Background: an optimization exercise with open tools, aiming at small area. Do not read the settings as production practice. In this exercise RTL edits were held to simulation tests only and were not proved equivalent to the original. The flow treats the clock pin as an ideal source, which a real chip does not have. Power and IR drop assume default switching activity.

==> 01-04 <==
## multi_clock_top
module multi_clock_top #(
    parameter REAL_CLK = 40,         
    parameter DEBOUNCE = 16,         
    parameter HOUR = 5,
    parameter MINUTE = 3,
    parameter SECOND = 21
)(
    input CLOCK_50,
    input [3: 0] KEY,
    input [17: 0] SW,
    output [3: 0] LEDG,
    output [6: 0] HEX0,
    output [6: 0] HEX2,
    output [6: 0] HEX3,
    output [6: 0] HEX4,
    output [6: 0] HEX5,
    output [6: 0] HEX6,
    output [6: 0] HEX7,
    output [6: 0] HEX1
);
export LEC_CHECK = 0
export CAP_MARGIN = 20
export CORE_MARGIN = 2
export CORE_UTILIZATION = 70
export SLEW_MARGIN = 20
create_clock -name core_clock -period 12.0 [get_ports {CLOCK_50}]
standard.sh (not shown) runs the stock make flow with config.mk's settings and CLKGATE_MAP_FILE= SYNTH_SCRIPT=/design/flow/synth_recipe.tcl, a recipe that flattens the netlist after the stock synthesis.
==> flow/flow/run.sh <==
#!/bin/bash
# Own layout flow, built on the standard ORFS flow (standard.sh):
#  1. the standard synthesis (standard.sh synth), unchanged;
#  2. its combinational logic re-mapped by ABC for area (resyn.tcl), registers
#     kept as they are; the result is proved equal to the standard netlist
#     (equiv.tcl) and used only if the proof passes;
#  3. the rest of the standard flow, with the port buffers made of the
#     smallest buffer cell, clock tree synthesis without dummy loads and each
#     clock buffer then sized to the smallest clkbuf that keeps the register
#     clock slew low (clock_buffers.tcl).
# Each tool writes its full output to a log of its own in this folder
# (and ORFS's steps also under orfs/logs).
set -euo pipefail
here=$(cd "$(dirname "$0")" && pwd)
work=$(pwd)
export BUFFER_PORTS_ARGS="-buffer_cell sky130_fd_sc_hd__buf_1"
export CTS_ARGS="-sink_clustering_enable -repair_clock_nets -dont_use_dummy_load -root_buf sky130_fd_sc_hd__clkbuf_4 -buf_list sky130_fd_sc_hd__clkbuf_4"
export POST_CTS_TCL="$here/clock_buffers.tcl"

bash standard.sh synth > synth.log 2>&1

res="$work/orfs/results/$FLOW_PLATFORM/multi_clock_top/base"
export LIB="$FLOW_HOME/platforms/$FLOW_PLATFORM/lib/sky130_fd_sc_hd__tt_025C_1v80.lib"
export TOP="$FLOW_TOP"
export IN="$res/1_2_yosys_standard.v"
export OUT="$work/resyn.v"
export OUTDIR="$work"
export ABC_SCRIPT="$here/abc_area.script"
# the platform's don't-use cells, the multi-output adder cells (which the
# re-mapping cannot use) and the clock and delay cells are kept out
export DONT_USE=$(grep -o 'cell ("sky130_fd_sc_hd__\(lpflow_[a-z0-9_]*\|probec\?_p_8\|fa[a-z0-9_]*\|ha_[0-9]*\|clk[a-z0-9_]*\|dly[a-z0-9_]*\)")' "$LIB" | sed 's/cell ("\(.*\)")/-dont_use \1/' | tr '\n' ' ')
cp "$res/1_2_yosys.v" "$IN"
if yosys -c "$here/resyn.tcl" > resyn.log 2>&1 && yosys -c "$here/equiv.tcl" > equiv.log 2>&1; then
  cp "$OUT" "$res/1_2_yosys.v"
  rm -f "$res/1_synth.odb" "$res/1_synth.sdc"
  echo "re-mapped netlist used" > resyn_result.txt
else
  echo "re-mapping failed or not proved; standard netlist kept" > resyn_result.txt
fi

bash standard.sh > standard.log 2>&1
==> flow/flow/abc_area.script <==
strash
&get -n
&deepsyn -T 20 -I 4
&put
strash
dch
map -a
strash
dch
map -a
strash
dch
map -a
topo
==> flow/flow/equiv.tcl <==
# Check the re-mapped netlist on its own, then prove it equal to the standard
# one (registers paired by name).
yosys read_liberty -lib $::env(LIB)
yosys read_verilog $::env(OUT)
yosys hierarchy -top $::env(TOP)
yosys check -assert
yosys design -reset
yosys read_liberty -ignore_miss_func $::env(LIB)
yosys read_verilog $::env(IN)
yosys rename $::env(TOP) gold
yosys read_verilog $::env(OUT)
yosys rename $::env(TOP) gate
yosys flatten
# only the ports and the register outputs are paired by name
yosys rename -hide gold/w:_* gate/w:_*
yosys opt_clean
yosys async2sync
yosys equiv_make gold gate eq
yosys hierarchy -top eq
yosys equiv_simple -seq 1
yosys equiv_induct
yosys equiv_status -assert
Other scripts of this flow, unchanged in this note and not shown: flow/flow/clock_buffers.tcl, flow/flow/resyn.tcl
==> 10-10: changes against 01-04 <==
--- a/flow/design.v
+++ b/flow/design.v
@@ -107,33 +107,33 @@
             seg_h[1] = (x[0] & x[2]);
             seg_h[2] = (x[1] & x[2]);
             seg_h[3] = (~x[0] & ~x[2]) | (x[0] & x[1]);
             seg_h[4] = (~x[0] & ~x[1]) | (x[0] & x[1]);
             seg_h[5] = (x[1]) | (x[2]);
             seg_h[6] = (x[0]);
         end
     endfunction
-    localparam [1: 0] G_CK = 2'd0;
+    localparam [1: 0] G_CK = 2'd3;
     localparam [1: 0] G_TS = 2'd1;
-    localparam [1: 0] G_SW = 2'd2;
-    localparam [1: 0] G_AL = 2'd3;
+    localparam [1: 0] G_SW = 2'd0;
+    localparam [1: 0] G_AL = 2'd2;
     localparam [1: 0] S_NO = 2'd0;
-    localparam [1: 0] S_H = 2'd1;
-    localparam [1: 0] S_M = 2'd2;
-    localparam [1: 0] S_S = 2'd3;
+    localparam [1: 0] S_H = 2'd3;
+    localparam [1: 0] S_M = 2'd1;
+    localparam [1: 0] S_S = 2'd2;
     function [6: 0] seg_mode(input [3: 0] x);
         begin
-            seg_mode[0] = ~((x[3]) | (x[0] & ~x[1]) | (~x[0] & x[1]) | (~x[2]));
-            seg_mode[1] = (~x[0] & ~x[1] & x[3]);
-            seg_mode[2] = (x[0] & ~x[1] & ~x[3]);
-            seg_mode[3] = (~x[0] & ~x[1] & x[2] & ~x[3]) | (x[0] & x[1] & ~x[3]) | (x[0] & ~x[1] & x[3]);
-            seg_mode[4] = ~((~x[0] & x[2] & x[3]) | (~x[2] & ~x[3]) | (x[0] & ~x[1] & ~x[3]));
-            seg_mode[5] = (x[0] & ~x[1]) | (~x[0] & x[2] & ~x[3]);
-            seg_mode[6] = ~((~x[0] & x[3]) | (x[0] & ~x[3]) | (x[1]));
+            seg_mode[0] = (~x[0] & x[2] & ~x[3]);
+            seg_mode[1] = ~((x[2]) | (x[0]) | (x[1]));
+            seg_mode[2] = (x[0] & x[1] & ~x[3]);
+            seg_mode[3] = (x[0] & x[1] & ~x[2]) | (~x[0] & x[2] & ~x[3]);
+            seg_mode[4] = ~((x[0] & x[1] & ~x[3]) | (~x[1] & x[3]));
+            seg_mode[5] = (~x[1] & x[2] & ~x[3]) | (x[0] & x[1]);
+            seg_mode[6] = (x[0] & x[1] & ~x[2]) | (~x[0] & ~x[1] & x[2]);
         end
     endfunction
     function [0: 0] db_f(input [4: 0] x);
         begin
             db_f[0] = (x[3] & x[4]) | (x[1] & x[4]) | (x[0] & x[2]) | (~x[1] & ~x[3] & ~x[4]);
         end
     endfunction
     function [0: 0] db_isf(input [4: 0] x);
--- a/flow/flow/equiv.tcl
+++ b/flow/flow/equiv.tcl
@@ -1,14 +1,16 @@
 # Check the re-mapped netlist on its own, then prove it equal to the standard
 # one (registers paired by name).
 yosys read_liberty -lib $::env(LIB)
 yosys read_verilog $::env(OUT)
 yosys hierarchy -top $::env(TOP)
 yosys check -assert
+# only library cells: no logic left unmapped
+yosys select -assert-none {t:$*}
 yosys design -reset
 yosys read_liberty -ignore_miss_func $::env(LIB)
 yosys read_verilog $::env(IN)
 yosys rename $::env(TOP) gold
 yosys read_verilog $::env(OUT)
 yosys rename $::env(TOP) gate
 yosys flatten
 # only the ports and the register outputs are paired by name
- CORE_UTILIZATION: 70 -> 80
==> 11-01: changes against 01-04 <==
==> flow/flow/abc_area.script (replaced) <==
strash
dch
map -a
strash
dch
map -a
strash
dch
map -a
strash
dch
map -a
strash
dch
map -a
strash
dch
map -a
topo
--- a/flow/flow/equiv.tcl
+++ b/flow/flow/equiv.tcl
@@ -6,17 +6,15 @@
 yosys check -assert
 yosys design -reset
 yosys read_liberty -ignore_miss_func $::env(LIB)
 yosys read_verilog $::env(IN)
 yosys rename $::env(TOP) gold
 yosys read_verilog $::env(OUT)
 yosys rename $::env(TOP) gate
 yosys flatten
-# only the ports and the register outputs are paired by name
-yosys rename -hide gold/w:_* gate/w:_*
 yosys opt_clean
 yosys async2sync
 yosys equiv_make gold gate eq
 yosys hierarchy -top eq
 yosys equiv_simple -seq 1
 yosys equiv_induct
 yosys equiv_status -assert
- CORE_UTILIZATION: 70 -> 60
==> summary of the runs <==
11-01 produced a clean layout. 01-04 completed without violations. 10-10 produced a clean layout. Between 01-04 and 11-01, the lower setup slack is in 01-04 (gap 0.11 ns). Non-clock buffer count is the same in 01-04 and 10-10. Against 01-04, the utilization of 11-01 is lower by 14 points. Design area: 11-01 > 10-10 > 01-04. Synthesized area: 01-04 < 10-10 < 11-01. The highest combinational power belongs to 10-10, the lowest to 11-01. Between 10-10 and 01-04, the lower clock power is in 01-04 (gap about 6%, measured against 01-04). First-iteration DRC count: 10-10 > 01-04 > 11-01. Synthesized cell count: 11-01 < 10-10 < 01-04.
==> figures <==
quantity                                                                                                   11-01                    10-10                    01-04
Run status                                                                               complete, no violations  complete, no violations  complete, no violations
Dpl cell area                                                                                         4600 sq um               4200 sq um               4200 sq um
Area of combinational cells with multiple inputs                                                      2450 sq um               1720 sq um               1730 sq um
Flip-flop and latch share of the layout cell area                                                          0.367                    0.401                    0.401
End-of-flow core utilization                                                                               0.643                    0.910                    0.785
Clock Latency Late Sink                                                                                  0.42 ns                  0.44 ns                  0.43 ns
Metal-1 WL                                                                                               4750 um                  3900 um                  4210 um
Sequential power                                                                                        0.281 mW                 0.280 mW                 0.279 mW
Post-Synthesis Cells                                                                                         535                      558                      559
Cell-internal power                                                                                     0.334 mW                 0.337 mW                 0.333 mW
Clock transition at the register clock pins on the worst setup and hold paths after CTS                  0.09 ns                  0.09 ns                  0.10 ns
Reg2Reg Depth                                                                                                  6                        7                       10
ClkCell Share                                                                                             0.0197                   0.0230                   0.0216
Number of multi-input logic gates                                                                            391                      345                      350
Area enclosed by the die boundary                                                                     8250 sq um               5500 sq um               6240 sq um
Count of buffering cells on the critical path with inverters included                                          1                        2                        4
Delay of the slowest cell on the worst path                                                              0.72 ns                  0.76 ns                  0.75 ns
Worst r2r src                                                                                             grp[1]                   grp[0]                   grp[1]
Combinational fraction of design power                                                                     0.050                    0.056                    0.054
Die Height                                                                                               90.9 um                  74.2 um                  79.0 um

afterwards: timing with drivers on the ports:
The flow's constraints put no driver on any port. The routed layouts listed below were extracted and timed again, unchanged, in two steps. Step 1 assumes that a clkbuf_16 drives the clock port and a buf_2 every other input. Step 2, shift: input delay + t, output delay - t, t = (earliest + latest rising clock arrival at the registers) / 2. This alone moves slack from input paths to output paths. Three values: no drivers, after step 1, after step 2; two values: the first two.
| run | shift t [ns] | setup slack, ns | hold slack, ns | pins driven straight from the clock port |
|---|---|---|---|---|
| 01-04 | 0.439 | 6.264 / 6.236 / 6.674 | 0.437 / 0.437 / 0.437 | 1 |
| 10-10 | 0.451 | 6.012 / 5.983 / 6.434 | 0.432 / 0.432 / 0.432 | 1 |
| 11-01 | 0.437 | 6.377 / 6.347 / 6.633 | 0.442 / 0.442 / 0.442 | 1 |
After both steps every run listed still meets setup and hold.
